Source: an optimization exercise on an open RTL-to-GDS flow (aim: small area and a short achievable clock period). Production flows keep margins and buffers that such runs may drop.
At most, simulation tests tie the RTL to the original design; equivalence was not proved.
Only the layout flow was run in run 1; the RTL was not checked for function there.
Power figures rest on the tool's default switching activity, not on a simulated workload.

### flow/design.v
module FPGA #(parameter NUM_OF_TAPS = 6, SIZE = 20, NUM_OF_MODULES = 16) (
	input clk,
	input wire rst,
	input wire rx,
	output wire tx,
	output reg found_smth,
	output wire startedmod,
	output wire t1, t2, t3
);
assign t1 = 1'b0;
assign t2 = 1'b0;
assign t3 = 1'b0;
wire [NUM_OF_MODULES*8-1:0] heads_a, heads_b;
wire [NUM_OF_MODULES-1:0] inj_a, inj_b;
wire [7:0] wbus;
wire [NUM_OF_MODULES-1:0] found;
wire [NUM_OF_MODULES-1:0] failure;
wire [NUM_OF_MODULES-1:0] ena;
wire any_found;
assign startedmod = ena[0];
Interface #(.NUM_OF_MODULES(NUM_OF_MODULES)) interfejs (
	.clk     (clk),
	.rst     (rst),
	.rx      (rx),
	.tx      (tx),
	.found   (found),
	.failure (failure),
	.ena     (ena),
	.inj_a   (inj_a),
	.inj_b   (inj_b),
	.wbus    (wbus),
	.heads_a (heads_a),
	.heads_b (heads_b),
	.any_found (any_found)
);
genvar k;
generate
for (k = 0; k < NUM_OF_MODULES; k = k + 1) begin: eng
	NLFSR #(.SIZE(SIZE)) rejestr (
		.clk     (clk),
		.ena     (ena[k]),
		.inj_a   (inj_a[k]),
		.inj_b   (inj_b[k]),
		.wbus    (wbus),
		.head_a  (heads_a[k*8 +: 8]),
		.head_b  (heads_b[k*8 +: 8]),
		.failure (failure[k]),
		.found   (found[k])
	);
end
endgenerate
always @(posedge clk) begin
	if (rst)
		found_smth <= 1'b0;
	else if (any_found)
		found_smth <= 1'b1;
end
endmodule
module Interface #(parameter NUM_OF_MODULES = 16)(
	input  clk,
	input  rst,
	input  rx,
	output tx,
	input  [NUM_OF_MODULES-1:0] found,
	input  [NUM_OF_MODULES-1:0] failure,
	output reg [NUM_OF_MODULES-1:0] ena,
	output [NUM_OF_MODULES-1:0]   inj_a,
	output [NUM_OF_MODULES-1:0]   inj_b,
	output [7:0]                  wbus,
	input  [NUM_OF_MODULES*8-1:0] heads_a,
	input  [NUM_OF_MODULES*8-1:0] heads_b,
	output any_found
);
wire [7:0] byte_in;
reg  [7:0] byte_out;
reg        transmit_byte;
reg  [3:0] which;
localparam [3:0]
	IDLE          = 4'd0,
	RECEIVE       = 4'd1,
	ASSIGN_TO_REG = 4'd2,
	CONFIRM       = 4'd3,
	TRANSMIT_POLY = 4'd4,
	FOUND         = 4'd5,
	FAILURE       = 4'd6,
	RESET         = 4'd7,
	CAN_RECEIVE   = 4'd8,
	WAIT_FOR_ACCK = 4'd9,
	SIGNAL_FOUND  = 4'd10;
localparam [7:0]
	START     = 8'hf0,
	END       = 8'hff,
	ACCK      = 8'hf1,
	FAIL      = 8'hf2,
	CAN_REC   = 8'hf4,
	SIG_FOUND = 8'hf3;
reg [3:0] state;
reg [5:0] receive_count;
reg [3:0] i;
wire tx_ready;
wire take_byte;
Transmitter transmitter (
	.clk  (clk),
	.res  (rst),
	.drl  (transmit_byte),
	.load (tx_ready),
	.din  (byte_out),
	.tx   (tx)
);
Receiver receiver (
	.clk  (clk),
	.res  (rst),
	.rx   (rx),
	.take (take_byte),
	.dout (byte_in)
);
reg [3:0] tgt;
integer t;
always @(*) begin
	tgt = 4'd0;
	for (t = NUM_OF_MODULES - 1; t >= 0; t = t - 1)
		if (!ena[t]) tgt = t;
end
reg rst_q;
always @(posedge clk)
	rst_q <= rst;
assign any_found = !rst_q && found != {NUM_OF_MODULES{1'b0}};
wire any_failure = !rst_q && failure != {NUM_OF_MODULES{1'b0}};
wire all_busy    = ena == {NUM_OF_MODULES{1'b1}};
wire go_can = (state == IDLE) && !any_found && !any_failure && take_byte && byte_in == START && !all_busy;
wire go_wr  = (state == RECEIVE) && take_byte && byte_in != END &&
              receive_count >= 6'd1 && receive_count <= 6'd6;
function phase_ok(input [2:0] p, input [1:0] f);
	phase_ok = (p == 3'd1) ? !f[0] :
	           (p == 3'd2) ?  f[0] :
	           (f == p[1:0] + 2'd1);
endfunction
reg [1:0] ph;
reg [2:0] clr_left;
reg       wr_pend;
reg       ia_q, ib_q, zero_q;
reg [3:0] sel_q;
wire [2:0] wr_pos = receive_count[2:0] - 3'd1;
wire wr_now = wr_pend && phase_ok(wr_pos, ph + 2'd1);
always @(posedge clk) begin
	if (rst)
		ph <= 2'd0;
	else
		ph <= ph + 2'd1;
	if (rst)
		clr_left <= 3'd0;
	else if (go_can)
		clr_left <= 3'd4;
	else if (clr_left != 3'd0)
		clr_left <= clr_left - 1'b1;
	if (rst)
		wr_pend <= 1'b0;
	else if (go_wr)
		wr_pend <= 1'b1;
	else if (wr_now)
		wr_pend <= 1'b0;
	sel_q  <= tgt;
	zero_q <= clr_left != 3'd0;
	ia_q   <= clr_left != 3'd0 || (wr_now && wr_pos <= 3'd2);
	ib_q   <= clr_left != 3'd0 || (wr_now && wr_pos >= 3'd3);
end
assign wbus = zero_q ? 8'h00 : byte_in;
genvar e;
generate
for (e = 0; e < NUM_OF_MODULES; e = e + 1) begin: INJ
	assign inj_a[e] = ia_q && (sel_q == e);
	assign inj_b[e] = ib_q && (sel_q == e);
end
endgenerate
reg  [7:0] rd_a, rd_b;
integer r;
always @(*) begin
	rd_a = 8'h00;
	rd_b = 8'h00;
	for (r = 0; r < NUM_OF_MODULES; r = r + 1) begin
		rd_a = rd_a | (heads_a[r*8 +: 8] & {8{which == r}});
		rd_b = rd_b | (heads_b[r*8 +: 8] & {8{which == r}});
	end
end
wire rd_here = (state == TRANSMIT_POLY) && i >= 4'd1 && i <= 4'd6 && phase_ok(i[2:0], ph);
reg [7:0] nb;
reg       rd_q;
always @(posedge clk) begin
	nb   <= (i <= 4'd2) ? rd_a : rd_b;
	rd_q <= rd_here;
end
wire ena_set = (state == ASSIGN_TO_REG) && i == tgt;
wire ena_clr = (state == FAILURE) ? failure[i] :
               (state == TRANSMIT_POLY) && tx_ready && i >= 4'd1 && i <= 4'd6;
wire [3:0] clr_idx = (state == FAILURE) ? i : which;
integer q;
always @(posedge clk)
	for (q = 0; q < NUM_OF_MODULES; q = q + 1)
		if (rst)
			ena[q] <= 1'b0;
		else if (ena_set && tgt == q)
			ena[q] <= 1'b1;
		else if (ena_clr && clr_idx == q)
			ena[q] <= 1'b0;
always @(posedge clk) begin
	if (rst) begin
		transmit_byte <= 1'b0;
		state <= IDLE;
		receive_count <= 1;
		i <= 0;
	end else
	case (state)
		RESET: begin
			transmit_byte <= 1'b0;
			state <= IDLE;
			receive_count <= 1;
			i <= 0;
		end
		IDLE: begin
			if (any_found) begin
				state <= SIGNAL_FOUND;
				transmit_byte <= 1'b1;
				byte_out <= SIG_FOUND;
			end else if (take_byte && byte_in == START && !all_busy) begin
				state <= CAN_RECEIVE;
				transmit_byte <= 1'b1;
				byte_out <= CAN_REC;
			end
			if (any_failure)
				state <= FAILURE;
		end
		CAN_RECEIVE: begin
			if (tx_ready) begin
				state <= RECEIVE;
				transmit_byte <= 1'b0;
			end
		end
		RECEIVE: begin
			if (take_byte) begin
				if (byte_in == END)
					state <= ASSIGN_TO_REG;
				else
					receive_count <= receive_count + 1;
			end
		end
		ASSIGN_TO_REG: begin
			if (i == tgt) begin
				byte_out <= ACCK;
				transmit_byte <= 1'b1;
				state <= CONFIRM;
			end else
				i <= i + 1;
		end
		SIGNAL_FOUND: begin
			if (tx_ready) begin
				state <= WAIT_FOR_ACCK;
				transmit_byte <= 1'b0;
			end
		end
		WAIT_FOR_ACCK: begin
			if (take_byte) begin
				if (byte_in == ACCK)
					state <= FOUND;
				else
					state <= IDLE;
			end
		end
		FOUND: begin
			if (found[i] == 1'b1) begin
				which <= i;
				transmit_byte <= 1'b1;
				state <= TRANSMIT_POLY;
				i <= 0;
			end else
				i <= i + 1;
		end
		TRANSMIT_POLY: begin
			if (tx_ready) begin
				if (i == 4'd7)
					byte_out <= END;
				if (i == 4'd8) begin
					transmit_byte <= 1'b0;
					state <= RESET;
				end
				i <= i + 1;
			end else if (rd_q)
				byte_out <= nb;
		end
		FAILURE: begin
			if (failure[i] == 1'b1) begin
				byte_out <= FAIL;
				transmit_byte <= 1'b1;
				state <= CONFIRM;
			end else
				i <= i + 1;
		end
		CONFIRM: begin
			if (tx_ready)
				state <= RESET;
		end
		default: state <= state;
	endcase
end
endmodule
module NLFSR #(parameter SIZE = 20)(
	input             clk,
	input             ena,
	input             inj_a,
	input             inj_b,
	input      [7:0]  wbus,
	output     [7:0]  head_a,
	output     [7:0]  head_b,
	output            failure,
	output            found
);
localparam integer CTAP = (SIZE == 9) ? 4 : (SIZE == 11) ? 2 : (SIZE == 7 || SIZE == 15) ? 1 : 3;
reg [SIZE-1:0] nstate;
reg [SIZE-1:0] cnt;
reg [1:0] st;
assign found   = st[1] & ~st[0];
assign failure = st[1] &  st[0];
reg [15:0] ra;
reg [31:0] rb;
always @(posedge clk) begin
	ra <= {inj_a ? wbus : ra[7:0], ra[15:8]};
	rb <= {inj_b ? wbus : rb[7:0], rb[31:8]};
end
assign head_a = ra[7:0];
assign head_b = rb[7:0];
wire [47:0] co = {rb, ra};
wire [SIZE-1:0] state = {~nstate[SIZE-1:1], nstate[0]};
wire [31:0] sx;
genvar k;
generate
for (k = 0; k < 32; k = k + 1) begin: SX
	if (k >= 1 && k < SIZE && k <= 19) assign sx[k] = state[k];
	else assign sx[k] = 1'b0;
end
endgenerate
wire [6:1] taps;
generate
for (k = 1; k <= 6; k = k + 1) begin: TAPSY
	wire [7:0] c = co[k*8-1 -: 8];
	assign taps[k] = (c[7:5] == 3'b000) & sx[c[4:0]];
end
endgenerate
wire feedback = state[0] ^ (taps[1] & taps[2]) ^ taps[3] ^ taps[4] ^ taps[5] ^ taps[6];
wire at_init  = &nstate;
wire cnt_home = &cnt;
always @(posedge clk) begin
	nstate <= {~(ena & feedback), nstate[SIZE-1:2], ~(ena & nstate[1])};
	cnt    <= {~ena | (cnt[0] ^ cnt[CTAP]), cnt[SIZE-1:1]};
end
always @(posedge clk) begin
	if (!ena)
		st <= 2'b00;
	else if (st == 2'b00)
		st <= 2'b01;
	else if (st == 2'b01 && at_init)
		st <= cnt_home ? 2'b10 : 2'b11;
end
endmodule
module Receiver #(parameter [15:0] BIT_RATE_VAL = 16'h01B0) (
	input wire clk,
	input wire res,
	input wire rx,
	output wire take,
	output wire [7:0] dout
);
localparam [8:0] BR = BIT_RATE_VAL[8:0];
localparam [8:0] FIRST = {1'b0, BR[8:1]} + 9'd2;
localparam [8:0] NEXT  = BR + 9'd2;
reg       busy;
reg [3:0] bit_count;
reg [8:0] clk_count;
reg [7:0] received;
wire tick = (clk_count == 9'd0);
reg take_r;
always @(posedge clk)
	take_r <= !res && busy && clk_count == 9'd1 && bit_count == 4'd0;
assign take = take_r;
assign dout = received;
always @(posedge clk) begin
	if (res)
		busy <= 1'b0;
	else if (!busy)
		busy <= !rx;
	else if (take)
		busy <= 1'b0;
end
always @(posedge clk) begin
	if (!busy) begin
		clk_count <= FIRST;
		bit_count <= 4'ha;
	end else if (!tick)
		clk_count <= clk_count - 1'b1;
	else begin
		clk_count <= (bit_count == 4'd1) ? 9'd1 : NEXT;
		bit_count <= bit_count - 1'b1;
	end
end
always @(posedge clk)
	if (busy && tick && bit_count != 4'd0 && bit_count != 4'd1)
		received <= {rx, received[7:1]};
endmodule
module Transmitter #(parameter [15:0] BIT_RATE_VAL = 16'h01B0)(
	input wire clk,
	input wire res,
	input wire drl,
	output wire load,
	input wire [7:0] din,
	output wire tx
);
localparam [8:0] BR = BIT_RATE_VAL[8:0];
reg [2:0] FSM;
reg [3:0] bit_count;
reg [8:0] clk_count;
reg [9:0] transmit;
reg tx_reg;
assign tx = tx_reg;
assign load = (FSM == 3'h1);
always @(posedge clk) begin
	if (res)
		FSM <= 3'h0;
	else begin
		case (FSM)
			3'h0: if (drl) FSM <= 3'h1;
			3'h1: FSM <= 3'h2;
			3'h2: FSM <= 3'h3;
			3'h3: FSM <= 3'h4;
			3'h4: if (clk_count == 9'h000) FSM <= 3'h5;
			3'h5: if (bit_count == 4'h0) FSM <= 3'h0; else FSM <= 3'h3;
			default: FSM <= 3'h0;
		endcase
	end
end
always @(posedge clk) begin
	if (FSM == 3'h2)
		bit_count <= 4'ha;
	if (FSM == 3'h3)
		bit_count <= bit_count - 1;
end
always @(posedge clk) begin
	if (FSM == 3'h3)
		clk_count <= BR;
	else
		clk_count <= clk_count - 1'b1;
end
always @(posedge clk) begin
	if (FSM == 3'h2)
		transmit <= {1'b1, din, 1'b0};
	if (FSM == 3'h3)
		transmit <= {1'b0, transmit[9:1]};
end
always @(posedge clk) begin
	if (res)
		tx_reg <= 1'b1;
	else if (FSM == 3'h3)
		tx_reg <= transmit[0];
end
endmodule
### flow/flow/run.sh
#!/bin/bash
# The standard layout (the standard.sh, which runs the standard synthesis
# unchanged), with three changes to how it is optimised:
#  - repair_timing is asked for more setup slack than the 10 ns clock needs
#    (flow/setup_margin), so the critical paths get sized and buffered down
#    towards the period the design can reach;
#  - sizing may swap a cell for any cell of the same function, not only one of
#    the same footprint;
#  - the port buffers are buf_4 cells instead of the delay buffers
#    buffer_ports picks by default.
set -euo pipefail
MARGIN=$(cat flow/setup_margin)
bash standard.sh \
	SETUP_SLACK_MARGIN=$MARGIN \
	MATCH_CELL_FOOTPRINT=0 \
	"BUFFER_PORTS_ARGS=-buffer_cell sky130_fd_sc_hd__buf_4" \
	finish > standard.log 2>&1
### flow/flow/setup_margin
7.0
### flow/standard.sh
#!/bin/bash
# synth_recipe.tcl (not shown) runs the flow's synth.tcl, then flattens the netlist and writes it again
# the make line also repeats each setting of config.mk as NAME=value (left out here)
make -C /OpenROAD-flow-scripts/flow DESIGN_CONFIG=/design/flow/config.mk WORK_HOME=/design/flow/orfs CLKGATE_MAP_FILE= SYNTH_SCRIPT=/design/flow/synth_recipe.tcl "${@:-finish}"
### flow/config.mk
export PLATFORM = sky130hd
export DESIGN_NAME = FPGA
export DESIGN_NICKNAME = FPGA
export VERILOG_FILES = /design/flow/design.v
export SDC_FILE = /design/flow/constraint.sdc
export NUM_CORES = 8
export LEC_CHECK = 0
export CAP_MARGIN = 20
export CORE_MARGIN = 2
export CORE_UTILIZATION = 60
export CTS_CLUSTER_DIAMETER = 100
export CTS_CLUSTER_SIZE = 24
export PLACE_DENSITY_LB_ADDON = 0.2
export SLEW_MARGIN = 20
### flow/constraint.sdc
create_clock -name core_clock -period 10.0 [get_ports {clk}]
set_input_delay 2.0000 -clock core_clock [delete_from_list [all_inputs] [get_ports {clk}]]
set_output_delay 2.0000 -clock core_clock [all_outputs]
set_load 0.01 [all_outputs]
==> results of run 1 <==
## final timing paths
| check | to | slack [ps] | depth (start not counted) |
|---|---|---|---|
| max | found_smth | 6840 | 1 |
| min | eng[8].rejestr.cnt[6] | 330 | 0 |
| max reg2reg | interfejs.nb[2] | 7080 | 8 |
| min reg2reg | eng[8].rejestr.cnt[6] | 330 | 0 |
## per-stage QoR
step                      setup slack (ps)  cell area [um^2]  total power [mW]  hold slack [ps]
after global placement                6530             59600              7.30              326
after CTS                             6810             61600              10.5              338
after floorplan                       7030             58600              7.01              323
after detailed placement              6420             59600              7.31              331
final                                 6840             61700              10.5              334
after global routing                  6800             61700              10.8              351
## what timing repair did
action	CTS	global route
gates cloned	0	0
setup endpoints to repair	31	37
buffers inserted	1	0
gates resized for setup	17	19
## final cells by class
class	count	area share, %
timing repair buffer	35	0.444
inverter	59	0.359
antenna	4	0.0162
multi-input combinational	2890	42.3
tap	1276	2.59
sequential	1557	51.1
clock inverter	5	0.0811
clock buffer	84	3.16
## power breakdown
part / switching (mW) / internal (mW) / leakage [nW]
clock network: 1.90 / 1.40 / 0.983
logic: 0.372 / 0.208 / 7.22
registers: 0.239 / 6.38 / 12.6
total: 2.51 / 7.99 / 20.8
## metal layers
layer  part of all wire (%)  wire (um)
met3                     10      17800
met5                   0.12        202
met4                    5.3       9120
met2                     43      73800
met1                     41      70100
## cells by family (layout without fill, tap and decap cells)
family,after synthesis,count (layout),share of synthesized area [%]
compound gates,805,805,9.43
other cells,1,7,0.00640
flops,1557,1557,53.8
mux,749,749,21.6
xor+xnor,109,109,1.87
fa+ha+maj,19,19,0.406
simple gates,1205,1205,11.0
buf+inv,297,183,1.99
## cells in the mapped netlist (all sizes together), types with 41 or more instances
| library cell | count | area, um^2 |
|---|---|---|
| a21oi | 96 | 480 |
| clkbuf | 204 | 768 |
| nand2 | 277 | 1040 |
| nand3 | 42 | 210 |
| nor3 | 110 | 551 |
| dfxtp | 1524 | 30500 |
| nor4 | 49 | 307 |
| a22oi | 52 | 390 |
| o21ai | 221 | 1110 |
| inv | 58 | 218 |
| nand2b | 41 | 257 |
| nand4 | 194 | 1220 |
| nor3b | 114 | 871 |
| mux4 | 385 | 8670 |
| mux2 | 245 | 2760 |
| nor2b | 49 | 307 |
| a221oi | 79 | 692 |
| o211ai | 50 | 375 |
| mux2i | 119 | 1190 |
| xnor2 | 78 | 683 |
| a211oi | 130 | 976 |
| nor2 | 214 | 806 |
==> metrics.yaml, run 1 <==
critical_path:
  cp_cell_sequence: "buf_6"
  startpoint: "found_smth"
  cp.arrival_ps: 1160
  critPathKind: "flip-flop to output port"
  cp_slowest_stage_delay_ps: 370
  endpoint_kind: "output port"
  critical_path_required_ps: 8000
  start_kind: "flip-flop"
  cpMaxStageDelayCell: "dfxtp_2"
  critPathTopFamily: "flip-flops"
  worstPathMaxFanout: 2
  cp_num_buf_inv: 1
  r2r_start: "interfejs.which[2]"
logic_synthesis:
  syn_avg_cell_area_um2: 12.3
  seq_area_frac_synth_pct: 53.8
  ys_ff_latch: 1557
  netlist_area_mm2: 0.0586
  synth_edf_count: 33
  synth.distinct_cells: 76
  synthCells: 4742
  async_reset_ff_share_pct: 0
  ys.flop_type: "dfxtp_1"
  ys.warnings.count: 5
drt:
  antenna_left: 0
  wl_per_cell_um: 28.9
  detail_route.first_pass.iterations: 8
  drcViolationCount: 0
  totalWireLength_um: 171000
  vias: 40800
  viasPerCell: 6.91
  drtIter0Drc: 5081
clock_network:
  clock_path_buffers: 3
  clkSinkCount: 1557
  clkTransAtPathRegs_ps: 100
  htreeDepth: 3
  insertion_delay_ps: 680
  numCtsBuffers: 75
  cts_tree: "done"
  hold_buffers: 0
  cts-root-buf: "clkbuf_16"
timing:
  period_needed_ps: 3160
  max_clock_freq_mhz: 317
  skew_ps: 27.1
  relSlewSlack_pct: 18.5
  timing.final.crit_share_pct: 31.6
  final_max_slew_viol_count: 0
  hold_viol_final: 0
  setup_viol: 0
  worstMarginPinSlew_ps: 1220
  rsz0062_at_grt: "true"
  finalSetupTns_ps: 0
placed_design:
  portBuffers: 5
  dp.final_hpwl_um: 124000
  dp_cells: 5816
  place_congestion: 1.06
die:
  num_rows: 114
  coreArea_mm2: 0.0967
  initial_core_util_pct: 60.6
  dieArea_mm2: 0.100
  die-height_um: 316
  fp.dieW_um: 316
  pin_count: 9
grt:
  met2_usage_pct: 49.9
  grt_pass1_wl_um: 254000
  grt_pass1_vias: 38300
  grt_start_max_net_pins: 49
  grt_overflow: 0
  use_met3_pct: 7.68
  grt-busiest-layer: "met2"
  antenna_found_initial: 11
  grt_usage_pct: 34.0
  use_met1_pct: 48.4
min_path:
  hp-start: "eng[8].rejestr.cnt[7]"
  worstHoldPathType: "flip-flop to flip-flop"
pwr:
  p_leak_nw: 20.8
  irDropWorstVdd_mv: 0.178
  power.density_mw_per_mm2: 170
finish:
  drive_gt1_share_pct: 17.6
  largest-register: "eng.rejestr.rb"
  layout_commonest_cell: "dfxtp_1"
  final_cell_mix: "dfxtp_1, mux4_2, nand2_1"
  largestRegisters: "eng.rejestr.rb (512), eng.rejestr.cnt (320), eng.rejestr.nstate (320)"
  fill_cells: 7460
  multi_input_area_mm2: 0.0261
  regArea_mm2: 0.0315
  area_delta_synth_final_pct: 5.41
  layout.cells.non_filler: 5910
  fin_nets: 4640
  largest_reg_flops: 512
  fin_util_pct: 63.8
status:
  status: "complete, no violations"
flow_run:
  cap_violations: 0
==> run 2, diff against run 1 <==
--- a/flow/design.v
+++ b/flow/design.v
@@ -11,7 +11,7 @@
 assign t2 = 1'b0;
 assign t3 = 1'b0;
 wire [NUM_OF_MODULES*8-1:0] heads_a, heads_b;
-wire [NUM_OF_MODULES-1:0] inj_a, inj_b;
+wire [NUM_OF_MODULES-1:0] inj_a, inj_b, keep_a, keep_b;
 wire [7:0] wbus;
 wire [NUM_OF_MODULES-1:0] found;
 wire [NUM_OF_MODULES-1:0] failure;
@@ -28,6 +28,8 @@
 	.ena     (ena),
 	.inj_a   (inj_a),
 	.inj_b   (inj_b),
+	.keep_a  (keep_a),
+	.keep_b  (keep_b),
 	.wbus    (wbus),
 	.heads_a (heads_a),
 	.heads_b (heads_b),
@@ -41,6 +43,8 @@
 		.ena     (ena[k]),
 		.inj_a   (inj_a[k]),
 		.inj_b   (inj_b[k]),
+		.keep_a  (keep_a[k]),
+		.keep_b  (keep_b[k]),
 		.wbus    (wbus),
 		.head_a  (heads_a[k*8 +: 8]),
 		.head_b  (heads_b[k*8 +: 8]),
@@ -66,6 +70,8 @@
 	output reg [NUM_OF_MODULES-1:0] ena,
 	output [NUM_OF_MODULES-1:0]   inj_a,
 	output [NUM_OF_MODULES-1:0]   inj_b,
+	output [NUM_OF_MODULES-1:0]   keep_a,
+	output [NUM_OF_MODULES-1:0]   keep_b,
 	output [7:0]                  wbus,
 	input  [NUM_OF_MODULES*8-1:0] heads_a,
 	input  [NUM_OF_MODULES*8-1:0] heads_b,
@@ -138,7 +144,7 @@
 reg [1:0] ph;
 reg [2:0] clr_left;
 reg       wr_pend;
-reg       ia_q, ib_q, zero_q;
+reg       ia_q, ib_q, clr_q;
 reg [3:0] sel_q;
 wire [2:0] wr_pos = receive_count[2:0] - 3'd1;
 wire wr_now = wr_pend && phase_ok(wr_pos, ph + 2'd1);
@@ -160,16 +166,18 @@
 	else if (wr_now)
 		wr_pend <= 1'b0;
 	sel_q  <= tgt;
-	zero_q <= clr_left != 3'd0;
-	ia_q   <= clr_left != 3'd0 || (wr_now && wr_pos <= 3'd2);
-	ib_q   <= clr_left != 3'd0 || (wr_now && wr_pos >= 3'd3);
+	clr_q  <= clr_left != 3'd0;
+	ia_q   <= wr_now && wr_pos <= 3'd2;
+	ib_q   <= wr_now && wr_pos >= 3'd3;
 end
-assign wbus = zero_q ? 8'h00 : byte_in;
+assign wbus = byte_in;
 genvar e;
 generate
 for (e = 0; e < NUM_OF_MODULES; e = e + 1) begin: INJ
-	assign inj_a[e] = ia_q && (sel_q == e);
-	assign inj_b[e] = ib_q && (sel_q == e);
+	assign inj_a[e]  = ia_q && (sel_q == e);
+	assign inj_b[e]  = ib_q && (sel_q == e);
+	assign keep_a[e] = !((ia_q || clr_q) && (sel_q == e));
+	assign keep_b[e] = !((ib_q || clr_q) && (sel_q == e));
 end
 endgenerate
 reg  [7:0] rd_a, rd_b;
@@ -307,6 +315,8 @@
 	input             ena,
 	input             inj_a,
 	input             inj_b,
+	input             keep_a,
+	input             keep_b,
 	input      [7:0]  wbus,
 	output     [7:0]  head_a,
 	output     [7:0]  head_b,
@@ -322,8 +332,8 @@
 reg [15:0] ra;
 reg [31:0] rb;
 always @(posedge clk) begin
-	ra <= {inj_a ? wbus : ra[7:0], ra[15:8]};
-	rb <= {inj_b ? wbus : rb[7:0], rb[31:8]};
+	ra <= {(ra[7:0] & {8{keep_a}}) | (wbus & {8{inj_a}}), ra[15:8]};
+	rb <= {(rb[7:0] & {8{keep_b}}) | (wbus & {8{inj_b}}), rb[31:8]};
 end
 assign head_a = ra[7:0];
 assign head_b = rb[7:0];
==> flow/flow/setup_margin (replaced) <==
7.1
==> run 2 against run 1 <==
  * Die area decreased by 0.49%
  * Via count grew 1.5%
  * Design area decreased by 0.28%
  * Clock-buffer cell count down 1
  * Core utilization about the same
  * Largest power group unchanged
  * Worst hold slack improved by 3.9 ps
  * Largest cell class unchanged
  * Sequential cell count is the same
  * Cell count shrank 0.73%
  * Clock power about the same
  * Still clean
  * Total power is 7.1% lower
  * First-iteration DRC count is 15% higher
==> metrics.yaml, run 2 <==
finish:
  layout_commonest_cell: "dfxtp_1"  # unchanged
  fill_cells: 7416  # was 7,460
  final_cell_mix: "dfxtp_1, mux4_2, a22o_1"  # was dfxtp_1, mux4_2, nand2_1
  fin_nets: 4598  # was 4,640
  fin_util_pct: 63.8  # about the same
  area_delta_synth_final_pct: 5.63  # was 5.41%
  drive_gt1_share_pct: 14.7  # was 17.6%
  largest_reg_flops: 512  # unchanged
  regArea_mm2: 0.0316  # was 0.0315 mm^2
  multi_input_area_mm2: 0.0256  # was 0.0261 mm^2
  largest-register: "eng.rejestr.rb"  # unchanged
  largestRegisters: "eng.rejestr.rb (512), eng.rejestr.cnt (320), eng.rejestr.nstate (320)"  # unchanged
timing:
  max_clock_freq_mhz: 313  # was 317 MHz
  rsz0062_at_grt: "true"  # unchanged
  hold_viol_final: 0  # unchanged
  worstMarginPinSlew_ps: 1120  # was 1220 ps
  timing.final.crit_share_pct: 32.0  # was 31.6%
  setup_viol: 0  # unchanged
  finalSetupTns_ps: 0  # unchanged
  relSlewSlack_pct: 24.9  # was 18.5%
  period_needed_ps: 3200  # was 3160 ps
  skew_ps: 36.2  # was 27.1 ps
  final_max_slew_viol_count: 0  # unchanged
die:
  pin_count: 9  # unchanged
  coreArea_mm2: 0.0964  # was 0.0967 mm^2
  initial_core_util_pct: 60.4  # was 60.6%
  die-height_um: 316  # about the same
  fp.dieW_um: 316  # about the same
  num_rows: 114  # unchanged
  dieArea_mm2: 0.0996  # was 0.100 mm^2
placed_design:
  dp.final_hpwl_um: 123000  # was 124,000 um
  place_congestion: 1.04  # was 1.06
  portBuffers: 5  # unchanged
logic_synthesis:
  async_reset_ff_share_pct: 0  # unchanged
  synth.distinct_cells: 77  # was 76
  ys.flop_type: "dfxtp_1"  # unchanged
  synth_edf_count: 33  # unchanged
  synth.top_cell.area_share_pct: 52.4  # was 52.1%
  syn_avg_cell_area_um2: 12.4  # was 12.3 um^2
  synthCells: 4711  # was 4,742
  ys.warnings.count: 5  # unchanged
  yosysMostFrequentCell: "dfxtp_1"  # unchanged
  seq_area_frac_synth_pct: 54.1  # was 53.8%
  ys_ff_latch: 1557  # unchanged
  yosys.area.top_type: "dfxtp_1"  # unchanged
  netlist_area_mm2: 0.0583  # was 0.0586 mm^2
  synth_top_cells_by_count: "dfxtp_1, mux4_2, a22o_1"  # was dfxtp_1, mux4_2, nand2_1
  synth.area.top_cells: "dfxtp_1, mux4_2, a22o_1"  # was dfxtp_1, mux4_2, mux2_2
drt:
  viasPerCell: 7.07  # was 6.91
  detail_route.first_pass.iterations: 6  # was 8
  drtIter0Drc: 5842  # was 5,081
  vias: 41500  # was 40.8k
  wl_per_cell_um: 29.7  # was 28.9 um
  drcViolationCount: 0  # unchanged
  totalWireLength_um: 174000  # was 171,000 um
  antenna_left: 0  # unchanged
grt:
  grt_pass1_wl_um: 258000  # was 254,000 um
  use_met3_pct: 8.02  # was 7.68%
  grt_usage_pct: 34.5  # was 34.0%
  grt_start_max_net_pins: 36  # was 49
  met2_usage_pct: 51.1  # was 49.9%
  grt_pass1_vias: 39000  # was 38.3k
  grt-busiest-layer: "met2"  # unchanged
  grt_overflow: 0  # unchanged
  use_met1_pct: 48.4  # about the same
  antenna_found_initial: 6  # was 11
clock_network:
  clkTransAtPathRegs_ps: 110  # was 100 ps
  cts_tree: "done"  # unchanged
  numCtsBuffers: 74  # was 75
  clkSinkCount: 1557  # unchanged
  clock_path_buffers: 3  # unchanged
  insertion_delay_ps: 700  # was 680 ps
  hold_buffers: 0  # unchanged
  cts-root-buf: "clkbuf_16"  # unchanged
  htreeDepth: 3  # unchanged
critical_path:
  rr_endpoint: "interfejs.byte_out[4]"  # was interfejs.nb[2]
  worstPathMaxFanout: 2  # unchanged
  critPathKind: "flip-flop to output port"  # unchanged
  ff2ff_path_depth: 9  # was 8
  cp_slowest_stage_delay_ps: 380  # was 370 ps
  cp.arrival_ps: 1200  # was 1160 ps
  endpoint_kind: "output port"  # unchanged
  cpMaxStageDelayCell: "dfxtp_4"  # was dfxtp_2
  start_kind: "flip-flop"  # unchanged
  cp_cell_sequence: "buf_6"  # unchanged
  r2r_start: "eng[6].rejestr.st[0]"  # was interfejs.which[2]
  cp_num_buf_inv: 1  # unchanged
  critical_path_required_ps: 8000  # about the same
  critPathTopFamily: "flip-flops"  # unchanged
  r2r_slack_ps: 7160  # was 7080 ps
min_path:
  min_to: "eng[2].rejestr.ra[7]"  # was eng[8].rejestr.cnt[6]
  hp-start: "eng[2].rejestr.ra[15]"  # was eng[8].rejestr.cnt[7]
  hold_path_depth: 0  # unchanged
  worstHoldPathType: "flip-flop to flip-flop"  # unchanged
status:
  status: "complete, no violations"  # unchanged
flow_run:
  cap_violations: 0  # unchanged
pwr:
  power.density_mw_per_mm2: 158  # was 170 mW/mm^2
  seqPwrFrac_pct: 64.4  # was 63.0%
  p_leak_nw: 20.4  # was 20.8 nW
  internal_power_mw: 7.69  # was 7.99 mW
  power_frac_comb_pct: 1.7  # was 5.5%
  p_clk_share_pct: 33.9  # was 31.5%
  irDropWorstVdd_mv: 0.199  # was 0.178 mV
  p_sw_share_pct: 21.2  # was 23.9%
  p_switching_mw: 2.06  # was 2.51 mW
==> run 2: changes by cell type after synthesis, moves of 29 or more <==
| cell | before | now |
|---|---|---|
| mux2_2 | 245 | 72 |
| clkbuf_1 | 202 | 240 |
| nand2_1 | 277 | 242 |
| o21ai_0 | 218 | 155 |
| a21oi_1 | 96 | 67 |
| and2_1 | 6 | 39 |
| a22o_1 | 35 | 294 |
==> run 2: final cells by class <==
type                            count  area share [%]
Antenna cell                        4          0.0163
Clock buffer                       83            3.15
Clock inverter                      5           0.108
Tap cell                         1276            2.59
Timing Repair Buffer               58           0.829
Inverter                           59           0.370
Sequential cell                  1557            51.3
Multi-Input combinational cell   2825            41.6
==> run 2: worst max-delay path by stage <==
| stage | start | endpoint | slack, ps | cells past startpoint |
|---|---|---|---|---|
| 2_1_floorplan | rst | interfejs.byte_out[0] | 6990 | 3 |
| 3_3_place_gp | rst | interfejs.transmit_byte | 6290 | 5 |
| 3_5_place_dp | rst | interfejs.receive_count[2] | 6270 | 4 |
| 4_1_cts | interfejs.ena[0] | startedmod | 6780 | 1 |
| 5_1_grt | interfejs.ena[0] | startedmod | 6780 | 1 |
| 6_report | interfejs.ena[0] | startedmod | 6800 | 1 |
==> run 2: power groups by stage <==
stage          Clock, mW  Sequential (mW)  Combinational [mW]
2_1_floorplan          0             6.41               0.116
3_3_place_gp           0             6.42               0.159
3_5_place_dp           0             6.42               0.162
4_1_cts             3.34             6.28               0.161
5_1_grt             3.55             6.28               0.180
6_report            3.31             6.28               0.168
==> run 2: stage by stage <==
step / setup slack [ps] / instances / hold slack, ps / cell area [um^2] / total power, mW
final: 6800 / 5867 / 338 / 61600 / 9.75
after global routing: 6780 / 5863 / 337 / 61500 / 10.0
after CTS: 6780 / 5841 / 343 / 61200 / 9.77
after detailed placement: 6270 / 5750 / 334 / 59100 / 6.58
after global placement: 6290 / 5750 / 327 / 59100 / 6.58
after floorplan: 6990 / 4713 / 323 / 58300 / 6.52
==> run 2: routing by layer <==
metal  up-vias  share of wire [%]
met5         -              0.031
met4         8                5.6
met1     20600                 40
met3       501                 11
li1      17900                  -
met2      2476                 44
==> run 2: cells by family (layout without fill, tap and decap cells) <==
kind of cell	after synthesis	in the layout	synth area share, %
DFF	1557	1557	54.1
and+or+nand+nor	1128	1128	10.3
AOI/OAI and AO/OA	987	987	12.8
muxes	572	572	18.4
buffers and inverters	331	205	2.21
xor gates and xnor gates	115	115	1.85
adders and majority gates	20	20	0.429
other	1	7	0.00644
==> run 2: repair_timing <==
item / 4_1_cts / 5_1_grt
gates resized for setup: 33 / 47
endpoints found under the setup margin: 40 / 44
buffers inserted: 3 / 20
cloned: 0 / 2
pin swaps: 1 / 4
==> run 3, diff against run 2 <==
==> flow/flow/setup_margin (replaced) <==
7.0
==> run 3 against run 2 <==
  * Total power increased by 0.29%
  * Critical endpoint unchanged
  * Clock power about the same
  * Wire length decreased by 1.2%
  * Clock skew decreased by 3.0 ps
  * Highest routed layer unchanged
  * Register-to-register slack got worse by 200 ps
==> metrics.yaml, run 3 <==
logic_synthesis:
  synth_compound_area_share_pct: 12.8  # unchanged
  yosysMostFrequentCell: "dfxtp_1"  # unchanged
  synth.area.top_cells: "dfxtp_1, mux4_2, a22o_1"  # unchanged
  ys.flop_type: "dfxtp_1"  # unchanged
  seq_area_frac_synth_pct: 54.1  # unchanged
  synth_edf_count: 33  # unchanged
  ys.warnings.count: 5  # unchanged
  async_reset_ff_share_pct: 0  # unchanged
  ys_ff_latch: 1557  # unchanged
  synth_top_family_by_area: "multiplexers"  # unchanged
  synth.distinct_cells: 77  # unchanged
  netlist_area_mm2: 0.0583  # unchanged
  muxShareOfSynthArea_pct: 18.4  # unchanged
  synth_xor_area_share_pct: 1.85  # unchanged
  yosys.area_share.simple_pct: 10.3  # unchanged
  syn_avg_cell_area_um2: 12.4  # unchanged
  yosys.area.top_type: "dfxtp_1"  # unchanged
  synth_top_cells_by_count: "dfxtp_1, mux4_2, a22o_1"  # unchanged
  synthCells: 4711  # unchanged
  synthAdderAreaFrac_pct: 0.429  # unchanged
  synth.top_cell.area_share_pct: 52.4  # unchanged
die:
  num_rows: 114  # unchanged
  dieArea_mm2: 0.0996  # unchanged
  initial_core_util_pct: 60.4  # unchanged
  pin_count: 9  # unchanged
  die-height_um: 316  # unchanged
  coreArea_mm2: 0.0964  # unchanged
  fp.dieW_um: 316  # unchanged
grt:
  antenna_found_initial: 5  # was 6
  grt_usage_pct: 34.4  # was 34.5%
  grt_pass1_wl_um: 256000  # was 258,000 um
  grt_pass1_vias: 38900  # was 39.0k
  grt_start_max_net_pins: 36  # unchanged
  grt_overflow: 0  # unchanged
drt:
  viasPerCell: 7.03  # was 7.07
  detail_route.first_pass.iterations: 6  # unchanged
  vias: 41200  # was 41.5k
  wl_per_cell_um: 29.4  # was 29.7 um
  drcViolationCount: 0  # unchanged
  drtIter0Drc: 5142  # was 5,842
  totalWireLength_um: 172000  # was 174,000 um
  antenna_left: 0  # unchanged
finish:
  largest_reg_flops: 512  # unchanged
  final_cell_mix: "dfxtp_1, mux4_2, a22o_1"  # unchanged
  drive_gt1_share_pct: 13.9  # was 14.7%
  area_delta_synth_final_pct: 5.25  # was 5.63%
  fill_cells: 7403  # was 7,416
  layout_commonest_cell: "dfxtp_1"  # unchanged
  largest-register: "eng.rejestr.rb"  # unchanged
  regArea_mm2: 0.0315  # was 0.0316 mm^2
  largestRegisters: "eng.rejestr.rb (512), eng.rejestr.cnt (320), eng.rejestr.nstate (320)"  # unchanged
  multi_input_area_mm2: 0.0256  # about the same
  fin_nets: 4582  # was 4,598
pwr:
  power.density_mw_per_mm2: 159  # was 158 mW/mm^2
  power_mw: 9.78  # was 9.75 mW
  p_leak_nw: 20.3  # was 20.4 nW
  irDropWorstVdd_mv: 0.181  # was 0.199 mV
placed_design:
  dp.final_hpwl_um: 123000  # about the same
  portBuffers: 5  # unchanged
  place_congestion: 1.03  # was 1.04
flow_run:
  cap_violations: 0  # unchanged
critical_path:
  worstPathMaxFanout: 2  # unchanged
  critical_path_required_ps: 8000  # about the same
  cp_cell_sequence: "buf_6"  # unchanged
  cp_num_buf_inv: 1  # unchanged
  r2r_slack_ps: 6960  # was 7160 ps
  critPathKind: "flip-flop to output port"  # unchanged
  cp.arrival_ps: 1180  # was 1200 ps
  cp_slowest_stage_delay_ps: 380  # about the same
  critPathTopFamily: "flip-flops"  # unchanged
  endpoint_kind: "output port"  # unchanged
  cpMaxStageDelayCell: "dfxtp_4"  # unchanged
  start_kind: "flip-flop"  # unchanged
clock_network:
  cts-root-buf: "clkbuf_16"  # unchanged
  cts_tree: "done"  # unchanged
  insertion_delay_ps: 690  # was 700 ps
  htreeDepth: 3  # unchanged
  clkSinkCount: 1557  # unchanged
  numCtsBuffers: 74  # unchanged
  hold_buffers: 0  # unchanged
  clkTransAtPathRegs_ps: 100  # was 110 ps
  clock_path_buffers: 3  # unchanged
timing:
  rsz0062_at_grt: "true"  # unchanged
  relSlewSlack_pct: 22.0  # was 24.9%
  hold_viol_final: 0  # unchanged
  setup_viol: 0  # unchanged
  period_needed_ps: 3180  # was 3200 ps
  worstMarginPinSlew_ps: 1160  # was 1120 ps
  max_clock_freq_mhz: 315  # was 313 MHz
  skew_ps: 33.3  # was 36.2 ps
  finalSetupTns_ps: 0  # unchanged
  final_max_slew_viol_count: 0  # unchanged
  timing.final.crit_share_pct: 31.8  # was 32.0%
status:
  status: "complete, no violations"  # unchanged
min_path:
  worstHoldPathType: "flip-flop to flip-flop"  # unchanged
[run 3: final timing paths]
path / start / end / cells past startpoint
setup reg to reg: eng[11].rejestr.st[1] / interfejs.state[0] / 8
setup / recovery: interfejs.ena[0] / startedmod / 1
hold reg to reg: eng[4].rejestr.rb[31] / eng[4].rejestr.rb[23] / 0
hold / removal: eng[4].rejestr.rb[31] / eng[4].rejestr.rb[23] / 0
[run 3: cell type report]
type	instances	area share, %
flip-flops and latches	1557	51.4
inverters	59	0.367
repair buffers	42	0.579
well taps	1276	2.60
multi-input cells	2825	41.7
diodes	9	0.0367
clock inverters	2	0.0224
clock buffers	86	3.27
[run 3: kinds of logic (layout without fill, tap and decap cells)]
group	count (synthesis)	count (layout)
multiplexers	572	572
other	1	12
flip-flops	1557	1557
adder cells (fa/ha/maj)	20	20
AO/OA/AOI/OAI	987	987
XOR/XNOR	115	115
buffers and inverters	331	189
AND/OR/NAND/NOR	1128	1128
[run 3: report_power, final]
group | total (mW) | leakage (nW) | internal [mW] | switching, mW
clock | 3.33 | 0.990 | 1.43 | 1.90
combinational | 0.175 | 6.67 | 0.0510 | 0.124
sequential | 6.28 | 12.6 | 6.24 | 0.0338
[run 3: metal layers]
layer	global-route usage, %	wire, um
met3	6.99	18000
met4	15.4	8870
met2	51.3	75300
met1	48.8	70100
met5	0	23
[run 3: stage by stage]
stage	util [%]	hold WS [ps]	instances	area, um^2	setup WS, ps
2_1_floorplan	-	323	4713	58300	6990
3_3_place_gp	61.3	329	5752	59100	6290
3_5_place_dp	61.3	335	5752	59100	6190
4_1_cts	63.5	343	5843	61200	6790
5_1_grt	63.6	351	5847	61300	6790
6_report	63.6	342	5856	61300	6820
[run 3: timing repair]
| action | 4_1_cts | 5_1_grt |
|---|---|---|
| pin swaps | 1 | 1 |
| gates resized for setup | 19 | 21 |
| setup buffers | 3 | 4 |
| hold endpoints to repair | 0 | 0 |
| gates cloned | 0 | 0 |
| endpoints found under the setup margin | 29 | 33 |
==> run 4, diff against run 3 <==
--- a/flow/config.mk
+++ b/flow/config.mk
@@ -9,6 +9,6 @@
 export CORE_MARGIN = 2
 export CORE_UTILIZATION = 60
 export CTS_CLUSTER_DIAMETER = 100
-export CTS_CLUSTER_SIZE = 24
+export CTS_CLUSTER_SIZE = 27
 export PLACE_DENSITY_LB_ADDON = 0.2
 export SLEW_MARGIN = 20
==> run 4 against run 3 <==
  * Sequential share of layout area increased by 0.14 points
  * First-iteration DRC count increased by 5.1%
  * Area after synthesis unchanged
  * Highest routed layer unchanged
  * Critical path type unchanged
  * Register-to-register slack improved by 100 ps
  * Clock-buffer cell count decreased by 10
  * Fmax decreased by 0.52%
  * Combinational power about the same
  * Via count decreased by 0.21%
  * Still clean
  * Largest power group unchanged
  * Critical endpoint unchanged
==> metrics.yaml, run 4 <==
status:
  status: "complete, no violations"  # unchanged
timing:
  final_max_slew_viol_count: 0  # unchanged
  skew_ps: 43.0  # was 33.3 ps
  relSlewSlack_pct: 16.2  # was 22.0%
  setup_viol: 0  # unchanged
  rsz0062_at_grt: "true"  # unchanged
  period_needed_ps: 3190  # was 3180 ps
  worstMarginPinSlew_ps: 1250  # was 1160 ps
  hold_viol_final: 0  # unchanged
  finalSetupTns_ps: 0  # unchanged
  max_clock_freq_mhz: 313  # was 315 MHz
  timing.final.crit_share_pct: 31.9  # was 31.8%
drt:
  totalWireLength_um: 172000  # about the same
  drtIter0Drc: 5402  # was 5,142
  detail_route.first_pass.iterations: 10  # was 6
  vias: 41100  # was 41.2k
  wl_per_cell_um: 29.4  # about the same
  viasPerCell: 7.02  # was 7.03
  drcViolationCount: 0  # unchanged
  antenna_left: 0  # unchanged
critical_path:
  cp_slowest_stage_delay_ps: 380  # about the same
  rr_endpoint: "interfejs.i[2]"  # was interfejs.state[0]
  r2r_start: "eng[11].rejestr.st[0]"  # was eng[11].rejestr.st[1]
  critical_path_required_ps: 8000  # about the same
  critPathTopFamily: "flip-flops"  # unchanged
  cp.arrival_ps: 1190  # was 1180 ps
  endpoint_kind: "output port"  # unchanged
  worstPathMaxFanout: 2  # unchanged
  start_kind: "flip-flop"  # unchanged
  cpMaxStageDelayCell: "dfxtp_4"  # unchanged
  cp_cell_sequence: "buf_6"  # unchanged
  critPathKind: "flip-flop to output port"  # unchanged
  cp_num_buf_inv: 1  # unchanged
  r2r_slack_ps: 7060  # was 6960 ps
  ff2ff_path_depth: 7  # was 8
clock_network:
  clkSinkCount: 1557  # unchanged
  cts-root-buf: "clkbuf_16"  # unchanged
  hold_buffers: 0  # unchanged
  cts_tree: "done"  # unchanged
  clkTransAtPathRegs_ps: 110  # was 100 ps
  htreeDepth: 3  # unchanged
  insertion_delay_ps: 710  # was 690 ps
  clock_path_buffers: 3  # unchanged
  numCtsBuffers: 68  # was 74
logic_synthesis:
  synthCells: 4711  # unchanged
  synth.distinct_cells: 77  # unchanged
  ys.warnings.count: 5  # unchanged
  muxShareOfSynthArea_pct: 18.4  # unchanged
  synth_top_cells_by_count: "dfxtp_1, mux4_2, a22o_1"  # unchanged
  synth_top_family_by_area: "multiplexers"  # unchanged
  yosys.area_share.simple_pct: 10.3  # unchanged
  netlist_area_mm2: 0.0583  # unchanged
  synth_compound_area_share_pct: 12.8  # unchanged
  yosysMostFrequentCell: "dfxtp_1"  # unchanged
  seq_area_frac_synth_pct: 54.1  # unchanged
  synth.top_cell.area_share_pct: 52.4  # unchanged
  synth_xor_area_share_pct: 1.85  # unchanged
  synth.area.top_cells: "dfxtp_1, mux4_2, a22o_1"  # unchanged
  async_reset_ff_share_pct: 0  # unchanged
  synth_edf_count: 33  # unchanged
  synthAdderAreaFrac_pct: 0.429  # unchanged
  ys_ff_latch: 1557  # unchanged
  yosys.area.top_type: "dfxtp_1"  # unchanged
  ys.flop_type: "dfxtp_1"  # unchanged
  syn_avg_cell_area_um2: 12.4  # unchanged
finish:
  layout_commonest_cell: "dfxtp_1"  # unchanged
  largest-register: "eng.rejestr.rb"  # unchanged
  multi_input_area_mm2: 0.0256  # unchanged
  area_delta_synth_final_pct: 4.96  # was 5.25%
  final_cell_mix: "dfxtp_1, mux4_2, a22o_1"  # unchanged
  drive_gt1_share_pct: 13.9  # about the same
  final_cell_area_mm2: 0.0612  # was 0.0613 mm^2
  largestRegisters: "eng.rejestr.rb (512), eng.rejestr.cnt (320), eng.rejestr.nstate (320)"  # unchanged
  fill_cells: 7438  # was 7,403
  regArea_mm2: 0.0315  # unchanged
  largest_reg_flops: 512  # unchanged
  fin_nets: 4577  # was 4,582
placed_design:
  placed_cell_area_mm2: 0.0591  # unchanged
  dp.final_hpwl_um: 123000  # unchanged
  portBuffers: 5  # unchanged
  place_congestion: 1.03  # unchanged
grt:
  grt_start_max_net_pins: 36  # unchanged
  grt_pass1_wl_um: 256000  # about the same
  grt_pass1_vias: 38900  # about the same
  grt-busiest-layer: "met2"  # unchanged
  met2_usage_pct: 51.1  # was 51.3%
  antenna_found_initial: 7  # was 5
  grt_overflow: 0  # unchanged
  use_met3_pct: 6.96  # was 6.99%
  use_met1_pct: 48.7  # was 48.8%
  grt_usage_pct: 34.4  # about the same
die:
  pin_count: 9  # unchanged
  num_rows: 114  # unchanged
  coreArea_mm2: 0.0964  # unchanged
  fp.dieW_um: 316  # unchanged
  die-height_um: 316  # unchanged
  dieArea_mm2: 0.0996  # unchanged
  initial_core_util_pct: 60.4  # unchanged
min_path:
  hold_path_depth: 0  # unchanged
  min_to: "eng[13].rejestr.ra[5]"  # was eng[4].rejestr.rb[23]
  worstHoldPathType: "flip-flop to flip-flop"  # unchanged
  hp-start: "eng[13].rejestr.ra[13]"  # was eng[4].rejestr.rb[31]
pwr:
  p_leak_nw: 20.2  # was 20.3 nW
  power.density_mw_per_mm2: 158  # was 159 mW/mm^2
  internal_power_mw: 7.57  # was 7.72 mW
  seqPwrFrac_pct: 65.1  # was 64.2%
  irDropWorstVdd_mv: 0.154  # was 0.181 mV
  p_clk_share_pct: 33.1  # was 34.0%
  power_frac_comb_pct: 1.8  # about the same
  p_sw_share_pct: 21.4  # was 21.0%
  p_switching_mw: 2.07  # was 2.06 mW
flow_run:
  cap_violations: 0  # unchanged
-- run 4: how the worst max path moves through the flow --
stage	startpoint	end	slack [ps]	depth (start not counted)
floorplan	rst	interfejs.byte_out[0]	6990	3
global placement	rst	interfejs.transmit_byte	6290	5
detailed placement	interfejs.ena[14]	interfejs.byte_out[4]	6190	8
CTS	interfejs.ena[0]	startedmod	6780	1
global route	interfejs.ena[0]	startedmod	6790	1
finish	interfejs.ena[0]	startedmod	6810	1
-- run 4: logic make-up (layout without fill, tap and decap cells) --
family	Yosys count	after routing
mux	572	572
xor+xnor	115	115
buf+inv	331	187
fa+ha+maj	20	20
flops	1557	1557
simple gates	1128	1128
other cells	1	10
compound gates	987	987
-- run 4: repair_timing --
item | CTS | global route
buffers inserted | 3 | 4
pin swaps | 1 | 1
endpoints found under the hold margin | 0 | 0
resized for setup | 19 | 22
cloned | 0 | 0
endpoints found under the setup margin | 29 | 29
-- run 4: layout make-up --
| type | instances | share of cell area [%] |
|---|---|---|
| antenna | 7 | 0.0286 |
| clock buffer | 76 | 2.87 |
| clock inverter | 9 | 0.158 |
| inverter | 59 | 0.368 |
| multi-input combinational | 2825 | 41.8 |
| sequential | 1557 | 51.5 |
| tap | 1276 | 2.61 |
| timing repair buffer | 43 | 0.593 |
-- run 4: power by group through the flow --
stage / Combinational, mW / Clock, mW / Sequential [mW]
after floorplan: 0.116 / 0 / 6.41
after global placement: 0.160 / 0 / 6.42
after detailed placement: 0.166 / 0 / 6.42
after CTS: 0.167 / 3.24 / 6.28
after global routing: 0.183 / 3.44 / 6.29
final: 0.173 / 3.19 / 6.28
-- run 4: stage by stage --
stage | total power, mW | setup WS [ps] | hold WS, ps | util (%) | instances
after floorplan | 6.52 | 6990 | 323 | - | 4713
after global placement | 6.58 | 6290 | 329 | 61.3 | 5752
after detailed placement | 6.59 | 6190 | 335 | 61.3 | 5752
after CTS | 9.69 | 6780 | 343 | 63.3 | 5840
after global routing | 9.91 | 6790 | 350 | 63.4 | 5845
final | 9.64 | 6810 | 340 | 63.4 | 5852
-- run 4: layer usage --
metal	share of wire [%]	vias to the layer above
met5	0.015	-
met4	5.3	4
met3	11	430
met2	44	2299
met1	41	20500
li1	-	17900

[what the ideal ports hide]
Ports are ideal in the flow. The routed layouts listed here were re-timed in OpenROAD.
Step 1: set_driving_cell puts a clkbuf_16 on clk and a buf_2 on each other input, an assumption about the parent block.
Step 2 times the ports against the registers' clock, not the clock port: input delays grow and output delays shrink by t, the midpoint of the rising clock arrivals with the driver on.
Slacks: ideal / step 1 / step 2; pairs: ideal / step 1.
run | t, ns | setup slack, ns | hold slack, ns | worst setup path at the end | worst data-port slew with drivers (ns)
run 1 | 0.740 | 6.845 / 6.774 / 6.777 | 0.334 / 0.334 / 0.334 | input to register | 0.03
run 2 | 0.760 | 6.803 / 6.726 / 6.631 | 0.338 / 0.338 / 0.338 | input to register | 0.03
run 3 | 0.753 | 6.825 / 6.745 / 6.489 | 0.342 / 0.342 / 0.342 | input to register | 0.03
run 4 | 0.767 | 6.808 / 6.731 / 6.503 | 0.340 / 0.340 / 0.340 | input to register | 0.03
After both steps setup and hold are still met in every run listed. The setup slack of run 3, which loses most, moves by -0.080 ns with the drivers and by -0.336 ns with both steps.
